Background: an optimization exercise with open tools, aiming at small area, a short achievable clock period and few clock cycles per item. Do not read the settings as production practice. The RTL was checked by simulation tests, not by an equivalence proof against the original design.

==> flow/design.v (outline; a module is shown in full before it is edited, if it fits) <==
// module mul_op: 1532 lines
// module mul_benc: 5 lines
// module mul_row: 7 lines
// module mul_fa: 4 lines
// module mul_fx: 6 lines
// module mul_ha: 4 lines
// module mul_xor: 3 lines
// module mul_xnor: 3 lines
// module mul_nand2: 3 lines
// module mul_nor2: 3 lines
// module mul_inv: 3 lines
// module mul_aoi21: 3 lines
// module mul_oai21: 3 lines
// module mul_selx: 3 lines
// module mul_selxn: 3 lines
// module mul_sel: 3 lines
module mul_op #(parameter INPUTS = 2,
		parameter OUTPUTS = 1,
		parameter DATA_IN_SIZE = 32,
		parameter DATA_OUT_SIZE = 32)
		(
		input clk,
		input rst,
		input [INPUTS * (DATA_IN_SIZE)- 1 : 0]data_in_bus,
		input [INPUTS - 1 : 0]valid_in_bus,
		output [INPUTS - 1 : 0] ready_in_bus,
		output [OUTPUTS * (DATA_OUT_SIZE) - 1 : 0]data_out_bus,
		output [OUTPUTS - 1 : 0]valid_out_bus,
		input 	[OUTPUTS - 1 : 0] ready_out_bus
);
  // ...
==> flow/flow/run.sh <==
#!/bin/bash
# The standard layout, with resizing free to change a cell's footprint (so the
# port buffers and other cells can be swapped for faster ones) and port
# buffers that are plain buffers rather than delay cells.
set -euo pipefail
bash standard.sh MATCH_CELL_FOOTPRINT=0 BUFFER_PORTS_ARGS="-buffer_cell sky130_fd_sc_hd__buf_2" finish > standard.log 2>&1
==> flow/standard.sh <==
#!/bin/bash
# synth_recipe.tcl (not shown) runs the flow's synth.tcl, then flattens the netlist and writes it again
# the make line also repeats each setting of config.mk as NAME=value (left out here)
make -C /OpenROAD-flow-scripts/flow DESIGN_CONFIG=/design/flow/config.mk WORK_HOME=/design/flow/orfs CLKGATE_MAP_FILE= SYNTH_SCRIPT=/design/flow/synth_recipe.tcl "${@:-finish}"
==> flow/config.mk <==
export PLATFORM = sky130hd
export DESIGN_NAME = mul_op
export DESIGN_NICKNAME = mul_op
export VERILOG_FILES = /design/flow/design.v
export SDC_FILE = /design/flow/constraint.sdc
export NUM_CORES = 4
export LEC_CHECK = 0
export CAP_MARGIN = 20
export CORE_MARGIN = 2
export CORE_UTILIZATION = 40
export PLACE_DENSITY = 0.45
export SETUP_SLACK_MARGIN = 5
export SLEW_MARGIN = 20
export SYNTH_HIERARCHICAL = 1
==> flow/constraint.sdc <==
create_clock -name core_clock -period 8.0 [get_ports {clk}]
set_input_delay 1.6000 -clock core_clock [delete_from_list [all_inputs] [get_ports {clk}]]
set_output_delay 1.6000 -clock core_clock [all_outputs]
set_load 0.01 [all_outputs]
==> flow_summary.ini, run 1 <==
[min_path]
worst_hold_path.num_cells = 0

[run_status]
outcome = complete, no violations

[setup_path]
kind_of_cell_adding_the_most_delay_to_the_critical_path = flip-flops
endpoint = ready_in_bus[0]
reg2reg_setup_slack_ns = 4.97
critical_path.max_stage_delay_ns = 0.50
critical_path_arrival_ns = 1.57

[logic_synthesis]
post_synth_arst_share_pct = 1.97
synth_mux_area_share_pct = 0.608
yosys.cell_types.count = 39

[detailed_routing]
detailroute.wirelength.met3_mm = 2.35
drt-total-wl_mm = 67.5

[place]
place_inst = 2704

[final_layout]
regMostFlops = rc4
final_core_utilization_pct = 47.1
clock_cell_area_share_pct = 4.21
finish.cell_count_without_fillers = 2833
reg.largest.list = rc4 (105), sel_s (48)

[grt]
met3_usage_pct = 2.34
grt_start_max_net_pins = 77

[clock_tree]
cts_root_buffer = clkbuf_16
clock-sinks = 254

[timing]
worst_pin_slew_ns = 1.10
Testbench counts, summed over its fixed seeds: cycles 2,424, items 2,400.
==> run 2: changes to the inputs <==
==> flow/flow/run.sh (replaced) <==
#!/bin/bash
# The standard layout, with resizing free to change a cell's footprint (so the
# port buffers and other cells can be swapped for faster ones), port buffers
# that are plain buffers rather than delay cells, and timing repair aiming at
# a setup slack of 5.3 ns.
set -euo pipefail
bash standard.sh MATCH_CELL_FOOTPRINT=0 BUFFER_PORTS_ARGS="-buffer_cell sky130_fd_sc_hd__buf_2" SETUP_SLACK_MARGIN=5.3 finish > standard.log 2>&1
--- a/flow/config.mk
+++ b/flow/config.mk
@@ -8,7 +8,6 @@
 export CAP_MARGIN = 20
 export CORE_MARGIN = 2
 export CORE_UTILIZATION = 40
-export PLACE_DENSITY = 0.45
 export SETUP_SLACK_MARGIN = 5
 export SLEW_MARGIN = 20
 export SYNTH_HIERARCHICAL = 1
==> flow_summary.ini, run 2 <==
[min_path]
min_delay_worst_endpoint = s_reg[1]
worst_hold_path.num_cells = 0
min_from = rc4[1]
hp-class = register to register

[logic_synthesis]
synth.most_common_cell = xor2_1
synthFlopType = edfxtp_1
netlist_top_cells_area = edfxtp_1, xor2_1, xnor2_1
sequential_fraction_of_the_synthesis_area_pct = 34.2
gate_count_post_synth = 1897
synth.top_cell.area_share_pct = 33.6
yosys.cell_types.count = 39
ys_top_cells_by_count = xor2_1, xnor2_1, edfxtp_1, maj3_2, a22oi_2
synth-seq-cells = 254
synth.avg_cell_area_um2 = 11.7
synthesis.area_um2 = 22200
post_synth_arst_share_pct = 1.97
synth_edf_count = 249
synth_top_cell_by_area = edfxtp_1
ys.warnings.count = 7

[floorplan]
placement_rows = 86
core_um2 = 55000
die-width_um = 240
boundaryPins = 104
floorplan.initialDensity_pct = 40.4
floorplan.die_area_um2 = 57500
die_height_um = 240

[grt]
first_global_vias = 16000
grt_overflow_total = 0
global_route_wire_length_before_repair_mm = 95.9
grtUsageTotal_pct = 21.9
antenna_found_initial = 3
grt_start_max_net_pins = 77

[timing]
timing.setup.tns_ns = 0
report.final.slew_viol_count = 0
worst_pin_slew_ns = 1.01
maxSlewHeadroom_pct = 32.5
skew_ns = 0.0525
report.final.setup_viol = 0
min_period_over_period_pct = 39.1
final-hold-violation-count = 0
max_clock_freq_ghz = 0.319
rsz0062_at_grt = true
period_minus_slack_ns = 3.13

[setup_path]
critPathLaunchType = register
cp.required_ns = 6.40
path_cells = buf_8 -> o21ai_4 -> buf_6
reg2reg_setup_slack_ns = 4.91
critPathMaxFanout = 2
cells_on_worst_reg2reg_path = 10
cpMaxStageDelayCell = dfrtp_4
r2r-end = p_reg[23]
timing.setup.critical_path_class = register to output port
r2r-start = rc4[15]
critical_path.max_stage_delay_ns = 0.51
worst_setup_end_kind = output port
critical_path_arrival_ns = 1.53

[detailed_routing]
drt_first_pass_iters = 5
wirelength_per_cell_um = 21.8
detail_route.drc_violations = 0
drt-total-wl_mm = 64.4
vias = 15900
drt_first_iter_violations = 1096
detail-route-antenna-nets = 0
route.detailed.vias_per_inst = 5.37

[place]
place_hpwl_mm = 41.1
gpl.final_weighted_congestion = 0.841
place.port_buffers = 103
place_inst = 2694

[final_layout]
reg.largest.list = rc4 (105), sel_s (48)
regMostFlops = rc4
fillCellCount = 4745
most_frequent_cells_in_the_layout = xor2_1, xnor2_1, edfxtp_1, a22oi_2
layout_commonest_cell = xor2_1
flip_flop_count_of_the_largest_register_after_layout = 105
nNetsFinal = 2336
areaGrowthSynthToFinish_pct = 27.3
finish.cell_count_without_fillers = 2957
layout-drive-gt1-share_pct = 46.0

[clock_tree]
max-clock-path-buffers = 3
clock_latency_ns = 0.61
cts_root_buffer = clkbuf_16
clock-sinks = 254
clkTransAtPathRegs_ns = 0.06
number_of_hold_buffers_added_after_cts = 0
tritoncts.num_buffers = 30
cts-htree-levels = 1
cts_tree = built

[run_status]
outcome = complete, no violations

[job]
timing.max_cap.violations = 0
[run 2: changes by cell type in the layout (fill, tap and decap cells not counted), moves of 8 or more]
cell / delta
a22oi_2: +32
xnor2_2: +40
buf_12: +23
xor2_1: -40
buf_4: +56
clkbuf_16: +8
ha_1: -9
xnor2_1: -42
nand2_4: +9
xor2_2: +40
a22oi_1: -32
buf_6: +31
[run 2: logic make-up after synthesis]
| logic type | after synthesis | share of synthesized area [%] |
|---|---|---|
| buf+inv | 111 | 4.19 |
| flops | 254 | 34.2 |
| fa+ha+maj | 235 | 13.9 |
| other cells | 1 | 0.0169 |
| xor+xnor | 696 | 27.4 |
| simple gates | 193 | 3.49 |
| compound gates | 398 | 16.2 |
| mux | 9 | 0.608 |
[run 2: worst max-delay path by stage]
stage	startpoint	slack (ns)	endpoint
global route	sv	4.83	ready_in_bus[1]
floorplan	sv	4.62	rc4[0]
global placement	sv	4.75	ready_in_bus[0]
CTS	sv	4.85	ready_in_bus[1]
detailed placement	sv	4.72	ready_in_bus[0]
finish	sv	4.87	ready_in_bus[1]
[run 2: per-layer routing]
layer	part of all wire, %	wire length (um)	vias to the layer above	global-route usage [%]
met5	0.042	27	-	0
met4	3.0	1930	4	7.73
met3	5.6	3590	136	3.13
met2	49	31300	496	37.2
met1	43	27500	7893	28.5
li1	-	-	7342	-
[run 2: layout make-up]
type	instances	area [um2]	share of cell area [%]
Antenna cell	1	2.50	0.00884
Inverter	12	51.3	0.181
Clock buffer	33	762	2.69
Multi-Input combinational cell	1534	15500	54.9
Clock inverter	23	178	0.628
Timing Repair Buffer	352	3240	11.4
Sequential cell	254	7610	26.9
Tap cell	748	936	3.31
[run 2: stage by stage]
| step | instance area [um2] | setup WS [ns] | hold slack (ns) | utilization [%] |
|---|---|---|---|---|
| 6_report | 28300 | 4.87 | 0.443 | 51.5 |
| 2_1_floorplan | 22500 | 4.62 | 0.427 | - |
| 3_5_place_dp | 23400 | 4.72 | 0.440 | 42.5 |
| 3_3_place_gp | 23400 | 4.75 | 0.435 | 42.5 |
| 4_1_cts | 26900 | 4.85 | 0.449 | 48.9 |
| 5_1_grt | 28300 | 4.83 | 0.459 | 51.5 |
[run 2: modules after synthesis (local to each module, per instance), a selection]
module	flip-flops and latches	cells inside	cell area [um2]
mul_oai21	0	1	5.00
mul_benc	0	5	38.8
mul_aoi21	0	1	8.76
mul_ha	0	1	12.5
mul_fx	0	1	11.3
mul_nand2	0	1	3.75
mul_inv	0	1	3.75
mul_sel	0	1	15.0
[run 2: repair_timing]
action	4_1_cts	5_1_grt
buffers inserted	139	57
endpoints found under the setup margin	193	186
pin swaps	107	135
gates resized for setup	268	162
gates cloned	8	2
[run 2: worst max-delay path: cells and delay by family, from the launching register on]
family	cells	cell delay, ns
compound gates	1	0.16
buf+inv	2	0.27
flops	1	0.51

==> separate check: timing with driven ports <==
No port has a modelled driver above. Below, the same layouts with a new extraction and two added sets of constraints.
Step 1 sets driving cells, clkbuf_16 on the clock port and buf_2 on the other inputs (assumed; they add their load-dependent delay and slew).
Step 2 moves the port delays by t, midway between the first and last clock arrival at a register: inputs arrive t later, outputs are due t later. That takes back most of the time a late clock gives input paths.
Three values: no drivers, after step 1, after step 2; two values: the first two.
| run | t (ns) | slack for setup (ns) | slew at the worst register clock pin (ns) |
|---|---|---|---|
| run 1 | 0.657 | 4.835 / 4.775 / 4.973 | 0.07 / 0.07 |
| run 2 | 0.637 | 4.868 / 4.818 / 4.914 | 0.07 / 0.07 |
After both steps setup and hold are still met in every run listed.
